This is an optimization exercise on Yosys and OpenROAD, whose aim is small area, a short achievable clock period and few clock cycles per item, not a production implementation.
Where RTL was checked, it was by simulation tests only, not by an equivalence proof against the original.
Power figures rest on the tool's default switching activity, not on a simulated workload.

== old ==
## LASER
module LASER (
input CLK,
input RST,
input [3:0] X,
input [3:0] Y,
output reg [3:0] C1X,
output reg [3:0] C1Y,
output reg [3:0] C2X,
output reg [3:0] C2Y,
output reg DONE);
localparam [5:0]  NREAD  = 6'd40;       
localparam [10:0] NROUND = 11'd2000;
localparam [15:0] INIT   = {4'd0, 4'd0, 4'd8, 4'd8};
localparam NG = 5;                      
function [9:0] lfsr_step;
  input [9:0] v;
  input integer n;
  integer k;
  begin
    lfsr_step = v;
    for (k = 0; k < n; k = k + 1)
      lfsr_step = {lfsr_step[8:0], lfsr_step[9] ^ lfsr_step[6]};
  end
endfunction
function [3:0] mv;
  input [3:0] b;
  input       up;
  input       st1;                 
  reg   [4:0] sum;
  begin
    if (up) begin
      sum = {1'b0, b} + (st1 ? 5'd1 : 5'd2);
      mv  = sum[4] ? 4'd15 : sum[3:0];
    end else begin
      sum = {1'b0, b} - (st1 ? 5'd1 : 5'd2);
      mv  = sum[4] ? 4'd0 : sum[3:0];
    end
  end
endfunction
function [15:0] mv4;
  input [15:0] b;
  input [9:0]  q;
  begin
    mv4 = {mv(b[15:12], q[0], q[5]), mv(b[11:8], q[3], q[5]),
           mv(b[7:4],   q[5], q[5]), mv(b[3:0],  q[9], q[5])};
  end
endfunction
  ...
clock: 6.0 ns
lec_check: 0
abc_clock_period_in_ps: 3500
cap_margin: 20
core_margin: 2
core_utilization: 40
setup_slack_margin: 1.5
slew_margin: 20
run.sh (not shown) runs the stock make flow with config.mk's settings and CLKGATE_MAP_FILE= SYNTH_SCRIPT=/design/flow/synth_recipe.tcl, a recipe that flattens the netlist after the stock synthesis.
Relative to old, the following input files were edited for new:
Settings: ABC_CLOCK_PERIOD_IN_PS no longer set, was 3500.
==> summary.txt <==
- new completed end to end with timing, DRC and antenna clean.
- Diff old..new | global-route usage | unchanged
- Status: total clock buffers created by CTS parity (old, new)
- From new to old, non-filler instance count after layout did not move at all.
- Any difference in sequential share of layout area between new and old is small enough to ignore.
- From old to new the numbers moved as follows: total power flat; number of synthesized flops with an enable pin flat; cell depth of the worst flop-to-flop path flat; starting density of the core flat.
- [compare] base=old new=new: number of antenna violations at the first check in global routing barely changed; global-route wire length before repair barely changed; met1 usage in global routing barely changed.
No functional check of the RTL was part of any run of this note.

* * *

Another version of the RTL of LASER (not shown whole).
Size in the first run: about 7100 cells after synthesis, about 27 I/O pins, roughly 66000 sq um of cells after synthesis.
Settings: LEC_CHECK=0, CAP_MARGIN=20, CORE_MARGIN=2, CORE_UTILIZATION=40, SLEW_MARGIN=20; clock period 6.0 ns.
The baseline finished with timing, DRC and antenna clean.
Testbench counts at the start, summed over its fixed seeds: cycles 130,752, items 64.
Rerun with:
Settings changed: SETUP_SLACK_MARGIN set to 1.5.
What happened: Critical path depth came out lower by 1; core utilization climbs by 0.34 points; sequential cell count is unchanged; area after synthesis is unchanged; clock skew went down by 0.0046 ns; maximum frequency rises by about 14%; sequential power stays flat; routed wire length decreases by 0.70%.
Rerun with:
Settings changed: CORE_UTILIZATION 40 to 60, PLACE_DENSITY set to 0.75.
Die area goes down by 33%.
Area after synthesis is unchanged.
Worst setup slack gets worse by 0.019 ns.
Clock-buffer cell count goes down by 7.
Wire length goes up by 0.50%.
Rerun with:
Settings changed: SETUP_SLACK_MARGIN 1.5 to 2.0.
Effect: Via count rises by a few percent. Setup slack improves by 0.097 ns. Fmax rises by a few percent. Power rises by roughly a tenth. Design area rises by a few percent.
Rerun with:
Settings changed: CORE_UTILIZATION 60 to 40, PLACE_DENSITY 0.75 to not set, SETUP_SLACK_MARGIN 2.0 to 2.5.
After rerunning: The changed run finished clean; total power went up by 2.4%; setup slack gains 0.065 ns; via count went down by 3.5%; sequential share of layout area went down by 0.39 points; count of clock-buffer cells in the layout went up by 14; routed wire length went up by 2.1%; synthesized area is unchanged; critical path depth went down by 3; cell count went up by 9.2%; hold slack loses 0.010 ns.

* * *

== indigo ==
LASER, a different RTL version from the one above (not shown whole).
For scale: about 27 I/O pins, about 40000 um^2 of cells after synthesis.
make LEC_CHECK=0 CAP_MARGIN=20 CORE_MARGIN=2 CORE_UTILIZATION=40 SETUP_SLACK_MARGIN=2.0 SLEW_MARGIN=20 finish   # period 6.0 ns
Testbench counts of indigo, summed over its fixed seeds: cycles 151,005, items 64.
### indigo -> sierra
Settings: SETUP_SLACK_MARGIN changed from 2.0 to 1.75.
- As of sierra, number of clock buffer instances in the layout had fallen by a few percent compared to indigo.
- [diff] global-route wire length before repair, sierra relative to indigo: improvement
- Comparing initial antenna violation count for indigo and sierra, the bigger number came from sierra.
- The final reports for sierra and indigo show worst setup slack higher in the former.
- In the tables for indigo and sierra, power attributed to sequential cells reads lower with indigo.
- The lower footprint of the multi-input gates came out of sierra.
- prev[2] as the capturing element of the worst setup path was reported by sierra, and pr2 by indigo.
- Final critical-path required period: sierra better than indigo

* * *

Setup of v6:
Another version of the RTL of LASER (not shown whole).
For scale: roughly 4,300 cells after synthesis, roughly 490 flip-flops, about 40,000 sq um of cells after synthesis.
Settings: LEC_CHECK=0, CAP_MARGIN=20, CORE_MARGIN=2, CORE_UTILIZATION=40, SETUP_SLACK_MARGIN=1.0, SLEW_MARGIN=20; clock period 6.0 ns.
Testbench counts of v6, summed over its fixed seeds: cycles 151,005, items 64.
### v6 -> v7
- setting ABC_AREA to 1 for the first time
- changing SETUP_SLACK_MARGIN from 1.0 to 1.5
==> summary.txt <==
v7 finished end to end and its layout was clean on timing, DRC and antenna.
In v7, the fraction of final layout cells with drive strength greater than 1 came out 2.7 points above the value in v6.
Critical path depth for v7 is higher than for v6.
The final cell area excluding filler cells of v7 is higher than that of v6.
Taking v6 as the reference point, the count of multi-input combinational gates of v7 rises by about 7.5%.
v7 has more setup slack than v6.
v7 ends up with a post-synthesis to final-layout area growth that is 3.0 points higher than in v6.
Compared with v6, in v7 final worst-path cycle share lost 5.5 points, global-route usage higher.
Hold slack across v6 and v7: no real change.
Compared with v6, v7 shows a higher number of placed instances with taps included.
v7 ends up with higher routed wire length than v6 does.

==> port drivers added, routing unchanged <==
How much do the figures lean on ideal ports? The routed layouts below were timed once more, with nothing changed but the port constraints.
Step 1 (the two cells are an assumption about what drives the block):
set clk [get_ports {CLK}]
set_driving_cell -lib_cell sky130_fd_sc_hd__clkbuf_16 $clk
set_driving_cell -lib_cell sky130_fd_sc_hd__buf_2 [delete_from_list [all_inputs] $clk]
Step 2 adds t to the input delays and takes it off the output delays; t is the mean of the earliest and latest rising clock arrival at the registers after step 1. Input paths then give back, and output paths get back, about the clock's delay inside the block.
Three values: ideal, step 1, step 2; two values: the first two.
run	t, ns	slack for setup (ns)	worst hold slack (ns)	worst setup path after step 2	latest minus earliest clock arrival (ns)
old	0.705	1.561 / 1.561 / 1.561	0.337 / 0.337 / 0.337	register to register	0.034 / 0.034
new	0.705	1.561 / 1.561 / 1.561	0.337 / 0.337 / 0.337	register to register	0.034 / 0.034
the first run of note 2	0.766	0.947 / 0.947 / 0.947	0.337 / 0.337 / 0.337	register to register	0.039 / 0.039
the second run of note 2	0.756	1.572 / 1.572 / 1.572	0.341 / 0.341 / 0.341	register to register	0.034 / 0.034
the third run of note 2	0.730	1.552 / 1.552 / 1.552	0.346 / 0.346 / 0.346	register to register	0.051 / 0.052
the fourth run of note 2	0.730	1.650 / 1.650 / 1.650	0.340 / 0.340 / 0.340	register to register	0.041 / 0.041
the fifth run of note 2	0.786	1.714 / 1.714 / 1.714	0.330 / 0.330 / 0.330	register to register	0.034 / 0.034
indigo	0.733	1.598 / 1.598 / 1.598	0.342 / 0.342 / 0.342	register to register	0.083 / 0.084
sierra	0.730	1.712 / 1.712 / 1.712	0.347 / 0.347 / 0.347	register to register	0.020 / 0.021
v6	0.710	1.191 / 1.191 / 1.191	0.345 / 0.345 / 0.345	register to register	0.039 / 0.039
v7	0.714	1.519 / 1.519 / 1.519	0.343 / 0.343 / 0.343	register to register	0.019 / 0.019
After both steps setup and hold are still met in every run listed.
